Source: an optimization exercise on an open RTL-to-GDS flow (aim: small area). Production flows keep margins and buffers that such runs may drop. In this exercise RTL edits were held to simulation tests only and were not proved equivalent to the original. No activity file was given, so power comes from the tool's default toggle rates.

[design/flow/flow/run.sh]
#!/bin/bash
# Own flow: the standard synthesis; then the logic between its flip-flops is
# re-mapped for area with ABC (flip-flops untouched, eight ABC seeds tried, the
# smallest result that yosys proves equivalent to the standard netlist is kept);
# then the standard layout from floorplan to finish, with buf_1 as the port buffer.
# Each tool's output goes to a log file of its own in the work folder.
set -euo pipefail
W=$PWD
PLAT=${FLOW_PLATFORM:-sky130hd}
YOSYS=$FLOW_HOME/../tools/install/yosys/bin/yosys
[[ -x $YOSYS ]] || YOSYS=yosys
LIB=$FLOW_HOME/platforms/$PLAT/lib/sky130_fd_sc_hd__tt_025C_1v80.lib
RES=$W/orfs/results/$PLAT/ioTest/base
LOGS=$W/orfs/logs/$PLAT/ioTest/base

bash standard.sh synth > $W/synth_std.log 2>&1
cp $RES/1_2_yosys.v $W/std_1_2_yosys.v

# the cells the standard synthesis may not use
DONTUSE=$(grep -o -- '-dont_use [A-Za-z0-9_]*' $LOGS/1_2_yosys.log | sort -u | tr '\n' ' ')
SEEDS="0 1 2 3 4 5 6 7"
for S in $SEEDS; do
  sed -e "s#{SEED}#$S#" flow/area.abc > $W/area_$S.abc
  sed -e "s#{LIB}#$LIB#g" -e "s#{STD}#$W/std_1_2_yosys.v#g" -e "s#{ABC}#$W/area_$S.abc#g" \
      -e "s#{DONTUSE}#$DONTUSE#g" -e "s#{OUT}#$W/resyn_$S.v#g" flow/resyn.ys > $W/resyn_$S.ys
done
# four at a time
for S in $SEEDS; do
  ( $YOSYS -s $W/resyn_$S.ys > $W/resyn_$S.log 2>&1 || true ) &
  if (( S % 4 == 3 )); then wait; fi
done
wait
# candidates, smallest area first
: > $W/resyn_status.txt
for S in $SEEDS; do
  if [[ -f $W/resyn_$S.v.stat ]]; then
    echo "$(grep 'Chip area' $W/resyn_$S.v.stat | awk '{print $NF}') $S" >> $W/resyn_areas.txt
  fi
done
USED=""
if [[ -f $W/resyn_areas.txt ]]; then
  for S in $(sort -g $W/resyn_areas.txt | awk '{print $2}'); do
    sed -e "s#{LIB}#$LIB#g" -e "s#{STD}#$W/std_1_2_yosys.v#g" -e "s#{NEW}#$W/resyn_$S.v#g" \
        flow/equiv.ys > $W/equiv_$S.ys
    if $YOSYS -s $W/equiv_$S.ys > $W/equiv_$S.log 2>&1; then USED=$S; break; fi
  done
fi
if [[ -n $USED ]]; then
  cp $W/resyn_$USED.v $RES/1_2_yosys.v
  touch $RES/1_2_yosys.v
  echo "re-mapped netlist (seed $USED) in use" >> $W/resyn_status.txt
else
  echo "no re-mapped netlist proven equivalent: standard netlist kept" >> $W/resyn_status.txt
fi

bash standard.sh "BUFFER_PORTS_ARGS=-buffer_cell sky130_fd_sc_hd__buf_1" finish > $W/layout.log 2>&1
[design/flow/flow/area.abc]
strash
&get -n
&deepsyn -T 600 -S {SEED}
&put
dch -f
amap -F 4 -A 8
topo
[design/flow/flow/equiv.ys]
# The re-mapped netlist must do what the standard synthesis's netlist does, flip-flop by flip-flop.
read_liberty -ignore_miss_func {LIB}
read_verilog {STD}
rename ioTest gold
read_verilog {NEW}
rename ioTest gate
flatten gold gate
opt_clean
equiv_make gold gate equiv
hierarchy -top equiv
equiv_simple -undef
equiv_induct -undef
equiv_status -assert
[design/flow/flow/resyn.ys]
# Re-map the combinational logic of the standard synthesis's netlist for area.
# The flip-flops (and tie cells) stay as they are, with their names and cell types.
read_liberty -ignore_miss_func {LIB}
blackbox sky130_fd_sc_hd__*df* sky130_fd_sc_hd__*dl* sky130_fd_sc_hd__conb_1
read_verilog {STD}
hierarchy -top ioTest
flatten
opt_clean
techmap
opt -fast
abc -script {ABC} -liberty {LIB} {DONTUSE}
opt_clean -purge
hilomap -singleton -hicell sky130_fd_sc_hd__conb_1 HI -locell sky130_fd_sc_hd__conb_1 LO
splitnets
opt_clean -purge
insbuf -buf sky130_fd_sc_hd__buf_1 A X
read_liberty -lib -overwrite {LIB}
tee -o {OUT}.stat stat -liberty {LIB}
write_verilog -noattr -nohex -nodec {OUT}
[design/flow/standard.sh]
#!/bin/bash
# synth_recipe.tcl (not shown) runs the flow's synth.tcl, then flattens the netlist and writes it again
# the make line also repeats each setting of config.mk as NAME=value (left out here)
make -C /OpenROAD-flow-scripts/flow DESIGN_CONFIG=/design/flow/config.mk WORK_HOME=/design/flow/orfs CLKGATE_MAP_FILE= SYNTH_SCRIPT=/design/flow/synth_recipe.tcl "${@:-finish}"
[design/flow/config.mk]
export PLATFORM = sky130hd
export DESIGN_NAME = ioTest
export DESIGN_NICKNAME = ioTest
export VERILOG_FILES = /design/flow/design.v
export SDC_FILE = /design/flow/constraint.sdc
export NUM_CORES = 4
export LEC_CHECK = 0
export CAP_MARGIN = 20
export CORE_MARGIN = 2
export CORE_UTILIZATION = 40
export CTS_BUF_LIST = sky130_fd_sc_hd__clkbuf_8
export SLEW_MARGIN = 20
[design/flow/constraint.sdc]
create_clock -name core_clock -period 10.0 [get_ports {M_CLOCK}]
set_input_delay 2.0000 -clock core_clock [delete_from_list [all_inputs] [get_ports {M_CLOCK}]]
set_output_delay 2.0000 -clock core_clock [all_outputs]
set_load 0.01 [all_outputs]
[design/flow/design.v]
module ioTest (input  M_CLOCK,         
               input  rst,             
               input  [3:0] IO_PB,     
               input  [7:0] IO_DSW,    
               output [3:0] F_LED,     
               output [7:0] IO_LED,    
               output [3:0] IO_SSEGD,  
               output [7:0] IO_SSEG,   
               output IO_SSEG_COL);    
  localparam S0 = 3'd0, S1 = 3'd1, S2 = 3'd2, S3 = 3'd3, S4 = 3'd4, S5 = 3'd5;
  function [5:0] inc6(input [5:0] a);
    integer n; reg c;
    begin c = 1'b1;
      for (n = 0; n < 6; n = n + 1) begin inc6[n] = a[n] ^ c; c = c & a[n]; end
    end
  endfunction
  function [7:0] inc8c(input [7:0] a, input ci);
    integer n; reg c;
    begin c = ci;
      for (n = 0; n < 8; n = n + 1) begin inc8c[n] = a[n] ^ c; c = c & a[n]; end
    end
  endfunction
  function [3:0] inc4(input [3:0] a);
    integer n; reg c;
    begin c = 1'b1;
      for (n = 0; n < 4; n = n + 1) begin inc4[n] = a[n] ^ c; c = c & a[n]; end
    end
  endfunction
  function gt4(input [3:0] a, input [3:0] b);
    integer n; reg g, e;
    begin g = 1'b0; e = 1'b1;
      for (n = 3; n >= 0; n = n - 1) begin
        g = g | (e & a[n] & ~b[n]); e = e & ~(a[n] ^ b[n]);
      end
      gt4 = g;
    end
  endfunction
  reg  [2:0]  state;
  reg  [1:0]  rs;         
  reg  [3:0]  sc;         
  reg  [3:0]  scnt;       
  reg  [3:0]  lvl;        
  reg  [3:0]  g;          
  reg  [4:0]  sc5;
  reg  [13:0] r;
  reg         fled;
  reg         lon;        
  reg  [1:0]  lval;       
  reg         blank;      
  reg  [4:0]  sym;        
  reg         lm;         
  assign IO_SSEG_COL = 1'b1;
  assign IO_SSEG = lm ? lseg(sym[3:0]) : tseg(sym[4], sym[3:0]);
  assign F_LED = {4{fled}};
  assign IO_LED = {lon & (lval == 2'd0), lon & (lval == 2'd1),
                   lon & (lval == 2'd2), lon & (lval == 2'd3), 4'b0000};
  assign IO_SSEGD = blank ? 4'b1111 :
                    (rs == 2'd1) ? 4'b1110 :
                    (rs == 2'd2) ? 4'b1101 :
                    (rs == 2'd3) ? 4'b1011 : 4'b0111;
  function [7:0] tseg(input lose, input [3:0] j);
    begin
      tseg = 8'b11111111;
      if ({lose, j} == 5'b0_0100) tseg = 8'b10010000;
      if ({lose, j} == 5'b0_0101) tseg = 8'b10101111;
      if ({lose, j} == 5'b0_0110) tseg = 8'b10000110;
      if ({lose, j} == 5'b0_0111) tseg = 8'b10000110;
      if ({lose, j} == 5'b0_1000) tseg = 8'b10000111;
      if ({lose, j} == 5'b0_1001) tseg = 8'b11101111;
      if ({lose, j} == 5'b0_1010) tseg = 8'b10101011;
      if ({lose, j} == 5'b0_1011) tseg = 8'b10010000;
      if ({lose, j} == 5'b0_1100) tseg = 8'b10010010;
      if ({lose, j} == 5'b1_0100) tseg = 8'b10010001;
      if ({lose, j} == 5'b1_0101) tseg = 8'b11000000;
      if ({lose, j} == 5'b1_0110) tseg = 8'b11000001;
      if ({lose, j} == 5'b1_1000) tseg = 8'b11000111;
      if ({lose, j} == 5'b1_1001) tseg = 8'b11000000;
      if ({lose, j} == 5'b1_1010) tseg = 8'b10010010;
      if ({lose, j} == 5'b1_1011) tseg = 8'b10000110;
    end
  endfunction
  function [7:0] lseg(input [3:0] d);
    begin
      lseg = 8'b11111111;
      if (d == 4'd0) lseg = 8'b11000000;
      if (d == 4'd1) lseg = 8'b11111001;
      if (d == 4'd2) lseg = 8'b10100100;
      if (d == 4'd3) lseg = 8'b10110000;
      if (d == 4'd4) lseg = 8'b10011001;
      if (d == 4'd5) lseg = 8'b10010010;
      if (d == 4'd6) lseg = 8'b10000010;
      if (d == 4'd7) lseg = 8'b11111000;
      if (d == 4'd8) lseg = 8'b10000000;
      if (d == 4'd9) lseg = 8'b10011000;
      if (d == 4'd10) lseg = 8'b01000111;
      if (d == 4'd11) lseg = 8'b10111111;
    end
  endfunction
  function [3:0] pos(input [3:0] k);
    begin
      pos = 4'd0;
      if (k == 4'd0) pos = 4'd1;
      if (k == 4'd1) pos = 4'd2;
      if (k == 4'd2) pos = 4'd5;
      if (k == 4'd3) pos = 4'd9;
      if (k == 4'd4) pos = 4'd2;
      if (k == 4'd5) pos = 4'd8;
      if (k == 4'd6) pos = 4'd3;
      if (k == 4'd7) pos = 4'd11;
      if (k == 4'd8) pos = 4'd8;
      if (k == 4'd9) pos = 4'd6;
      if (k == 4'd10) pos = 4'd5;
      if (k == 4'd11) pos = 4'd5;
      if (k == 4'd12) pos = 4'd6;
    end
  endfunction
  function [1:0] val(input [3:0] p);
    begin
      val = 2'd0;
      if (p == 4'd0) val = 2'd3;
      if (p == 4'd1) val = 2'd3;
      if (p == 4'd2) val = 2'd2;
      if (p == 4'd3) val = 2'd1;
      if (p == 4'd4) val = 2'd2;
      if (p == 4'd6) val = 2'd1;
      if (p == 4'd7) val = 2'd2;
      if (p == 4'd11) val = 2'd1;
    end
  endfunction
  function [3:0] add12(input [3:0] a, input [3:0] b);
    reg [4:0] t;
    begin
      t = {1'b0, a} + {1'b0, b};
      add12 = (t >= 5'd12) ? t[3:0] - 4'd12 : t[3:0];
    end
  endfunction
  function [6:0] halfq(input [3:0] l);
    begin
      halfq = 7'd0;
      if (l == 4'd1) halfq = 7'd79;
      if (l == 4'd2) halfq = 7'd72;
      if (l == 4'd3) halfq = 7'd65;
      if (l == 4'd4) halfq = 7'd58;
      if (l == 4'd5) halfq = 7'd51;
      if (l == 4'd6) halfq = 7'd44;
      if (l == 4'd7) halfq = 7'd37;
      if (l == 4'd8) halfq = 7'd30;
      if (l == 4'd9) halfq = 7'd23;
      if (l == 4'd10) halfq = 7'd16;
      if (l == 4'd11) halfq = 7'd9;
      if (l == 4'd12) halfq = 7'd2;
    end
  endfunction
  wire [4:0]  tj;
  wire        tc0 = sc[0] & rs[0];
  wire        tc1 = (sc[1] & rs[1]) | ((sc[1] ^ rs[1]) & tc0);
  assign tj = {sc[3] & sc[2] & tc1, sc[3] ^ (sc[2] & tc1), sc[2] ^ tc1, sc[1] ^ rs[1] ^ tc0, sc[0] ^ rs[0]};
  wire        tick   = (sc5 == 5'b10000);
  wire [4:0]  tchar  = {state == S5, tj[3:0]};
  wire        tens   = lvl[3] & (lvl[2] | lvl[1]);    
  wire [3:0]  ones   = tens ? {1'b0, lvl[2:0] - 3'd2} : lvl;
  wire [4:0]  lchar  = (rs == 2'd0) ? 5'd10 : (rs == 2'd1) ? 5'd11 : (rs == 2'd2) ? {4'd0, tens} : {1'b0, ones};
  wire        done   = gt4(scnt, lvl);               
  wire [7:0]  rq     = r[13:6];
  wire [5:0]  rp     = r[5:0];
  wire        pw     = (rp == 6'd49);
  wire [13:0] rinc   = {inc8c(rq, pw), pw ? 6'd0 : inc6(rp)};
  wire        match  = pw && (rq[6:0] == ((state == S4) ? 7'd39 : halfq(lvl))) && ((state == S4) || (lvl != 4'd13));
  wire        q100   = rq[7] | (rq[6] & rq[5] & (rq[4] | rq[3] | rq[2]));    
  wire        q20    = rq[5] | (rq[4] & (rq[3] | rq[2]));                    
  wire        q39    = (rq == 8'd39);
  wire [3:0]  pb     = {~IO_PB[0], ~IO_PB[1], ~IO_PB[2], ~IO_PB[3]};
  wire        single = (pb == 4'd1) || (pb == 4'd2) || (pb == 4'd4) || (pb == 4'd8);
  wire [1:0]  pv     = {~IO_PB[2] | ~IO_PB[3], ~IO_PB[1] | ~IO_PB[3]};
  wire        step   = (state == S1) & match & r[13];
  wire [3:0]  kk     = (state == S5) ? lvl : scnt;
  wire [3:0]  gk     = add12(g, pos(kk));
  wire [1:0]  sv     = val(gk);
  always @(posedge M_CLOCK) begin
    if (rst) begin
      state <= S0; rs <= 2'd0; sc <= 4'd0; scnt <= 4'd0; lvl <= 4'd0;
      g <= 4'd0; sc5 <= 5'd0; r <= 14'd2;
      fled <= 1'b0; lon <= 1'b0; blank <= 1'b1; sym <= 5'd0; lm <= 1'b0;
    end else begin
      sc5 <= {sc5[3:0], sc5[4] ^ sc5[2] ^ (sc5 == 5'd0)};
      case (state)
        S0: begin
          lon <= 1'b0;
          r <= rinc;
          if (tick) begin
            if (q100) begin
              r <= 14'd2;
              sc <= (sc == 4'd13) ? 4'd0 : inc4(sc);
            end
            sym <= tchar; lm <= 1'b0; blank <= 1'b0; rs <= {rs[1]^rs[0], ~rs[0]};
          end
          if (~IO_DSW[7]) begin
            state <= S1; sc <= 4'd0; lvl <= 4'd1; r <= {13'd0, lvl[0]};
          end
        end
        S1: begin
          r <= rinc;
          if (tick) begin
            sym <= lchar; lm <= 1'b1; blank <= 1'b0; rs <= {rs[1]^rs[0], ~rs[0]};
          end
          if (step) begin
            lon <= 1'b1; lval <= sv;
            scnt <= inc4(scnt);
            r <= 14'd1;
          end else if (match) begin
            lon <= 1'b0;
            r <= 14'h2000;
            if (done) begin scnt <= 4'd0; state <= S2; end
          end
        end
        S2: begin
          r <= 14'd0;
          if (tick) begin
            sym <= lchar; lm <= 1'b1; blank <= 1'b0; rs <= {rs[1]^rs[0], ~rs[0]};
          end
          lon <= single; lval <= pv;
          if (single) begin
            if (sv == pv) begin
              scnt <= inc4(scnt); state <= S4;
            end else begin
              scnt <= 4'd0; state <= S3;
            end
          end
        end
        S3: begin
          fled <= 1'b1;
          r <= rinc;
          if (q39 & pw) begin r <= 14'd0; scnt <= inc4(scnt); end
          if (!q20 && r != 14'd0) blank <= 1'b1;
          if (rq == 8'd20 && rp == 6'd0) sc5 <= 5'd1;
          if (q20 && (tick || (rq == 8'd20 && rp == 6'd0))) begin
            sym <= lchar; lm <= 1'b1; blank <= 1'b0; rs <= {rs[1]^rs[0], ~rs[0]};
          end
          if (scnt == 4'd7 && q39 && rp == 6'd48) begin state <= S5; r <= {8'd128, 6'd0}; end
        end
        S4: begin
          r <= rinc;
          if (tick) begin
            sym <= lchar; lm <= 1'b1; blank <= 1'b0; rs <= {rs[1]^rs[0], ~rs[0]};
          end
          if (match & ~r[13]) begin lon <= 1'b0; r <= 14'h2000; end
          if (match & r[13]) begin
            r <= 14'd1;
            if (done) begin lvl <= inc4(lvl); scnt <= 4'd0; state <= S1; end
            else state <= S2;
          end
        end
        S5: begin
          r <= rinc;
          if (tick) begin
            if (q100) begin
              r <= 14'd2;
              sc <= inc4(sc);
              if (sc == 4'd12) begin
                sc <= 4'd0; fled <= 1'b0; state <= S0; lvl <= 4'd1; scnt <= 4'd0;
                g <= gk;   
              end
            end
            sym <= tchar; lm <= 1'b0; blank <= 1'b0; rs <= {rs[1]^rs[0], ~rs[0]};
          end
        end
        default: ;
      endcase
    end
  end
endmodule
==> run_results.csv, run 1 <==
group,metric,value,unit
outcome,status,"complete, no violations",
run,cap_viol_max_count,0,
sta,slew_viol_final,0,
sta,setup_viol,0,
clock_tree,worst_skew_pair.late_latency,0.31,ns
place,post-place-ws,4.24,ns
sta,hold_viol,0,
grt,grt_pass1_wl,13.4,mm
grt,grt_max_degree,17,
sta,worst_slew_pin_slew,1.08,ns
grt,grt_pass1_vias,2817,
worst_setup_path,worstPathRequired,10.23,ns
sta,fin_crit,5.89,ns
floorplanning,initial_core_util,0.411,
worst_setup_path,critPathKind,"reg -> reg",
sta,finalCritPeriodShare,0.589,
worst_setup_path,cp-end-kind,"flip-flop",
sta,max_freq,170,MHz
clock_tree,clk_pin_slew,0.10,ns
route,wl_per_cell,13.2,um
floorplanning,fp.dieW,92.6,um
floorplanning,die_area,8580,sq um
layout,syn2layout_area_growth,10.6,%
place,place_congestion,0.927,
power_and_ir_drop,totalPowerFinal,0.000406,W
clock_tree,hold_buffers,0,
yosys,avgSynthCellArea,6.65,sq um
worst_setup_path,crit_path_max_incr_delay,0.61,ns
layout,fillCellCount,785,
clock_tree,cts_root_buf,"clkbuf_8",
route,ant_nets,0,
floorplanning,core-area,7650,sq um
clock_tree,cts_resized,0,
grt,grt-ovfl-total,0,
route,vias,3325,
layout,diodes,0,
clock_tree,htreeDepth,2,
floorplanning,row_count,32,
grt,antenna_found_initial,0,
sta,slew_headroom,0.269,
place,dp_hpwl,6.23,mm
clock_tree,cts_num_sinks,51,
clock_tree,clockBufferDepth,2,
worst_setup_path,slowest_stage,"nor3_1",
floorplanning,io_pins,39,
sta,rsz0062_at_grt,"no",
sta,skew,0.00946,ns
floorplanning,die_y,92.6,um
clock_tree,cts_buffers,5,
clock_tree,cts_tree,"yes",
route,drc_errors,0,
route,drt-initial-drc-count,182,
power_and_ir_drop,vdd_drop_max,0.0626,mV
layout,regArea,1040,sq um
layout,num-nets-final,516,
power_and_ir_drop,p_per_area,117,nW/um^2
layout,multi_input_area,1800,sq um
yosys,synth_area,3140,sq um
route,viasPerCell,5.50,
sta,setup_tns,0,ns
worst_setup_path,cp.arrival,6.13,ns
grt,grt_usage,0.190,
worst_setup_path,worstPathMaxFanout,7,
place,port-buffer-count,26,
worst_setup_path,crit_path_start_kind,"flip-flop",
power_and_ir_drop,power_leakage,1.08,nW
clock_tree,post_cts_buffers,0,
sta,setup_slack,4.11,ns
yosys,yosys_warnings,1,
layout,drive_above_1_share,0.0199,
route,finalWirelength,8.00,mm
worst_hold_path,hold_path_class,"reg -> reg",
yosys,syn_inst,472,
route,firstDrtPassIters,5,
sta,whs,0.459,ns
layout,utilization,0.454,
-- power by group --
| part | total [W] | internal (W) | switching [W] |
|---|---|---|---|
| registers | 0.000213 | 0.000209 | 0.00000432 |
| logic | 0.0000484 | 0.0000170 | 0.0000314 |
| clock network | 0.000145 | 0.0000746 | 0.0000701 |
| total | 0.000406 | 0.000300 | 0.000106 |
-- per-stage QoR --
| stage | instance area [sq um] | cells |
|---|---|---|
| 4_1_cts | 3470 | 605 |
| 5_1_grt | 3470 | 605 |
| 2_1_floorplan | 3150 | 475 |
| 3_5_place_dp | 3360 | 597 |
| 6_report | 3470 | 605 |
| 3_3_place_gp | 3360 | 597 |
-- final cells by class --
class                           count  area share
Clock buffer                        5      0.0198
Sequential cell                    51       0.300
Clock inverter                      3      0.0126
Inverter                           76      0.0821
Tap cell                          102      0.0367
Timing Repair Buffer               28      0.0324
Multi-Input combinational cell    340       0.517
-- critical path: cells and delay by family (launching register included) --
kind            cells  cell delay, ns
buf+inv             5            1.01
compound gates     11            2.06
simple gates       10            2.22
flops               1            0.52
-- final timing paths --
check / endpoint / from / slack (ns) / cells past startpoint
hold / removal: sc5[3] / sc5[2] / 0.46 / 2
setup / recovery: scnt[2] / state[0] / 4.11 / 26
hold reg to reg: sc5[3] / sc5[2] / 0.46 / 2
setup reg to reg: scnt[2] / state[0] / 4.11 / 26
-- state kept, by name (all words and copies together) (netlist names) --
register	count
r	14
sc5	5
sym	5
g	4
lvl	4
sc	4
scnt	4
state	3
lval	2
rs	2
blank	1
fled	1
lm	1
lon	1
-- per-layer routing --
metal | wire, um | track usage | up-vias
met5 | 0 | 0 | -
met4 | 109 | 0.0498 | 0
met3 | 324 | 0.0285 | 11
met2 | 3560 | 0.293 | 76
met1 | 4000 | 0.276 | 1506
li1 | - | - | 1732
-- cell usage in the layout, fill, tap and decap left out, drive strengths merged, types with 2 or more instances in the layout --
cell      n
a2111oi   2
a211oi   15
a21oi    25
a22oi     3
a31oi     7
buf      28
clkbuf    5
clkinv   78
conb      5
dfxtp    49
edfxtp    2
nand2    32
nand3    10
nand4     6
nor2     88
nor2b     6
nor3     28
nor4      7
o211a     2
o21a      6
o21ai    46
o21bai    3
o221ai    8
o22a      4
o22ai    13
o32ai     3
or2       4
or3       2
==> run 2: changes to the inputs <==
--- a/design/flow/flow/run.sh
+++ b/design/flow/flow/run.sh
@@ -1,5 +1,5 @@
 #!/bin/bash
 # Own flow: the standard synthesis; then the logic between its flip-flops is
-# re-mapped for area with ABC (flip-flops untouched, eight ABC seeds tried, the
+# re-mapped for area with ABC (flip-flops untouched, sixteen ABC seeds tried, the
 # smallest result that yosys proves equivalent to the standard netlist is kept);
 # then the standard layout from floorplan to finish, with buf_1 as the port buffer.
@@ -19,5 +19,5 @@
 # the cells the standard synthesis may not use
 DONTUSE=$(grep -o -- '-dont_use [A-Za-z0-9_]*' $LOGS/1_2_yosys.log | sort -u | tr '\n' ' ')
-SEEDS="0 1 2 3 4 5 6 7"
+SEEDS="0 1 2 3 4 5 6 7 8 9 10 11 12 13 14 15"
 for S in $SEEDS; do
   sed -e "s#{SEED}#$S#" flow/area.abc > $W/area_$S.abc
==> design/flow/flow/area.abc (replaced) <==
strash
&get -n
&deepsyn -T 60 -S {SEED}
&put
dch -f
amap -F 4 -A 8
topo
==> run 2 against run 1 <==
Cell count increased by 1.3%. Combinational power increased to 3.9 times the previous value. Non-clock buffer count decreased by 1. Power increased by 33%.
==> run_results.csv, run 2 <==
group,metric,value,unit
sta,slew_viol_final,0,
worst_hold_path,hold_start,"sc5[0]",
sta,slew_headroom,0.393,
floorplanning,fp.dieW,93.3,um
worst_setup_path,slowest_stage,"a2111oi_0",
clock_tree,clk_pin_slew,0.10,ns
sta,finalCritPeriodShare,0.612,
route,drt-initial-drc-count,208,
route,firstDrtPassIters,5,
worst_setup_path,cp-end-kind,"flip-flop",
worst_setup_path,crit_path_start_kind,"flip-flop",
sta,hold_viol,0,
power_and_ir_drop,p_int,0.000328,W
power_and_ir_drop,combPwrFrac,0.352,
layout,final_cells,613,
outcome,status,"complete, no violations",
sta,skew,0.0111,ns
worst_setup_path,cp.buffers_inverters,5,
worst_setup_path,crit_family,"compound AO/OA/AOI/OAI gates",
power_and_ir_drop,pwr-share-clk,0.218,
floorplanning,initial_core_util,0.413,
route,ant_nets,0,
layout,final_common_cell,"nor2_1",
worst_setup_path,worstPathMaxFanout,10,
power_and_ir_drop,sw_frac_of_total,0.393,
clock_tree,cts_num_sinks,51,
place,dp_hpwl,6.58,mm
layout,fillCellCount,806,
power_and_ir_drop,p_sw,0.000213,W
sta,setup_tns,0,ns
clock_tree,hold_buffers,0,
yosys,synth_area,3190,sq um
floorplanning,row_count,32,
layout,drive_above_1_share,0.0157,
yosys,syn_inst,481,
worst_setup_path,critPathKind,"reg -> reg",
clock_tree,cts_resized,0,
sta,rsz0062_at_grt,"no",
clock_tree,worst_skew_pair.late_latency,0.31,ns
route,viasPerCell,5.68,
grt,grt_pass1_vias,3223,
power_and_ir_drop,power_leakage,1.07,nW
worst_setup_path,crit_path_frequent_cell,"clkinv_1",
layout,biggestRegsByFlops,"r x14, sc5 x5, sym x5",
worst_hold_path,hold_path_class,"reg -> reg",
sta,whs,0.469,ns
floorplanning,die_y,93.3,um
clock_tree,cts_root_buf,"clkbuf_8",
layout,largest_register_ffs,14,
clock_tree,post_cts_buffers,0,
sta,fin_crit,6.12,ns
clock_tree,clockBufferDepth,2,
route,vias,3483,
sta,setup_viol,0,
power_and_ir_drop,vdd_drop_max,0.0836,mV
layout,utilization,0.451,
layout,top_register,"r",
place,dp_cells,605,
floorplanning,core-area,7730,sq um
grt,grt-ovfl-total,0,
place,place_congestion,0.900,
grt,grt_pass1_wl,14.6,mm
clock_tree,htreeDepth,2,
yosys,avgSynthCellArea,6.63,sq um
route,finalWirelength,8.48,mm
worst_setup_path,cp.arrival,6.31,ns
sta,worst_slew_pin_slew,0.900,ns
run,cap_viol_max_count,0,
grt,grt_max_degree,18,
place,port-buffer-count,26,
sta,max_freq,163,MHz
worst_setup_path,crit_path_max_incr_delay,0.61,ns
grt,antenna_found_initial,0,
power_and_ir_drop,p_per_area,155,nW/um^2
layout,num-nets-final,524,
floorplanning,io_pins,39,
clock_tree,cts_buffers,5,
layout,regArea,1040,sq um
route,drc_errors,0,
layout,multi_input_area,1840,sq um
layout,mostFrequentLayoutCells,"83 x nor2_1, 76 x clkinv_1, 52 x o21ai_0",
route,wl_per_cell,13.8,um
worst_setup_path,crit_start,"state[2]",
yosys,yosys_warnings,1,
worst_setup_path,r2r_start,"state[2]",
layout,syn2layout_area_growth,9.38,%
layout,diodes,0,
worst_setup_path,worstPathRequired,10.19,ns
grt,grt_usage,0.204,
clock_tree,cts_tree,"yes",
power_and_ir_drop,sequentialPowerShare,0.430,
floorplanning,die_area,8700,sq um
-- run 2: routing by layer --
layer	GRT usage	share of wire
met5	0	0
met4	0.0564	0.018
met3	0.0298	0.044
met2	0.343	0.47
met1	0.274	0.47
-- run 2: per-stage QoR --
step                      worst slack, ns  power, W  instance area, sq um
after floorplan                      5.13  0.000379                  3200
after global placement               4.20  0.000421                  3400
after detailed placement             3.99  0.000424                  3400
after CTS                            3.94  0.000541                  3490
after global routing                 3.10  0.000582                  3490
final                                3.88  0.000541                  3490
-- run 2: final cells by class --
cell class,instances,share of cell area
timing repair buffer,27,0.0301
multi-input combinational,349,0.529
sequential,51,0.299
tap,102,0.0366
clock buffer,5,0.0197
inverter,76,0.0818
clock inverter,3,0.00466
-- run 2: power by group through the flow --
stage | Sequential [W] | Combinational [W] | Clock [W]
after floorplan | 0.000232 | 0.000146 | 0
after global placement | 0.000236 | 0.000185 | 0
after detailed placement | 0.000237 | 0.000187 | 0
after CTS | 0.000232 | 0.000188 | 0.000122
after global routing | 0.000235 | 0.000218 | 0.000129
final | 0.000232 | 0.000191 | 0.000118
-- run 2: worst paths after layout --
check / end / slack (ns) / cells after the start
hold / removal: sc5[1] / 0.47 / 1
setup / recovery: scnt[1] / 3.88 / 25
setup reg to reg: scnt[1] / 3.88 / 25
hold reg to reg: sc5[1] / 0.47 / 1
-- run 2: worst register-to-register path: stages (launching register included) --
cell and delay (ns):
dfxtp_1 0.54, clkinv_1 0.25, nor3_1 0.51, clkinv_1 0.30, o22ai_1 0.31, clkinv_1 0.19
o21ai_0 0.18, o21ai_0 0.16, nor2_1 0.15, o22ai_1 0.10, o21ai_0 0.13, nand2_1 0.11
o21a_1 0.12, or2_0 0.23, nor2_1 0.16, clkinv_1 0.08, a31oi_1 0.33, nor2b_1 0.22
nand2_1 0.08, o211ai_1 0.15, nor2_1 0.07, a2111oi_0 0.61, clkinv_1 0.19, a22oi_1 0.32
nor2_1 0.15, a2111oi_0 0.36

static timing again, ports no longer ideal:
The flow's constraints put no driver on any port. The routed layouts listed below were extracted and timed again, unchanged, in two steps. Step 1 assumes that a clkbuf_16 drives the clock port and a buf_2 every other input. Step 2 adds t to the input delays and takes it off the output delays; t is the mean of the earliest and latest rising clock arrival at the registers after step 1. Input paths then give back, and output paths get back, about the clock's delay inside the block. a / b / c = ideal ports / drivers / drivers and shift; a / b = the first two.
run | t (ns) | setup slack, ns | worst setup path at the end | latest minus earliest clock arrival (ns) | worst register clock-pin slew, ns
run 1 | 0.338 | 4.107 / 4.107 / 4.107 | register to register | 0.010 / 0.010 | 0.10 / 0.10
run 2 | 0.335 | 3.883 / 3.883 / 3.883 | register to register | 0.011 / 0.011 | 0.10 / 0.10
After both steps every run listed still meets setup and hold.
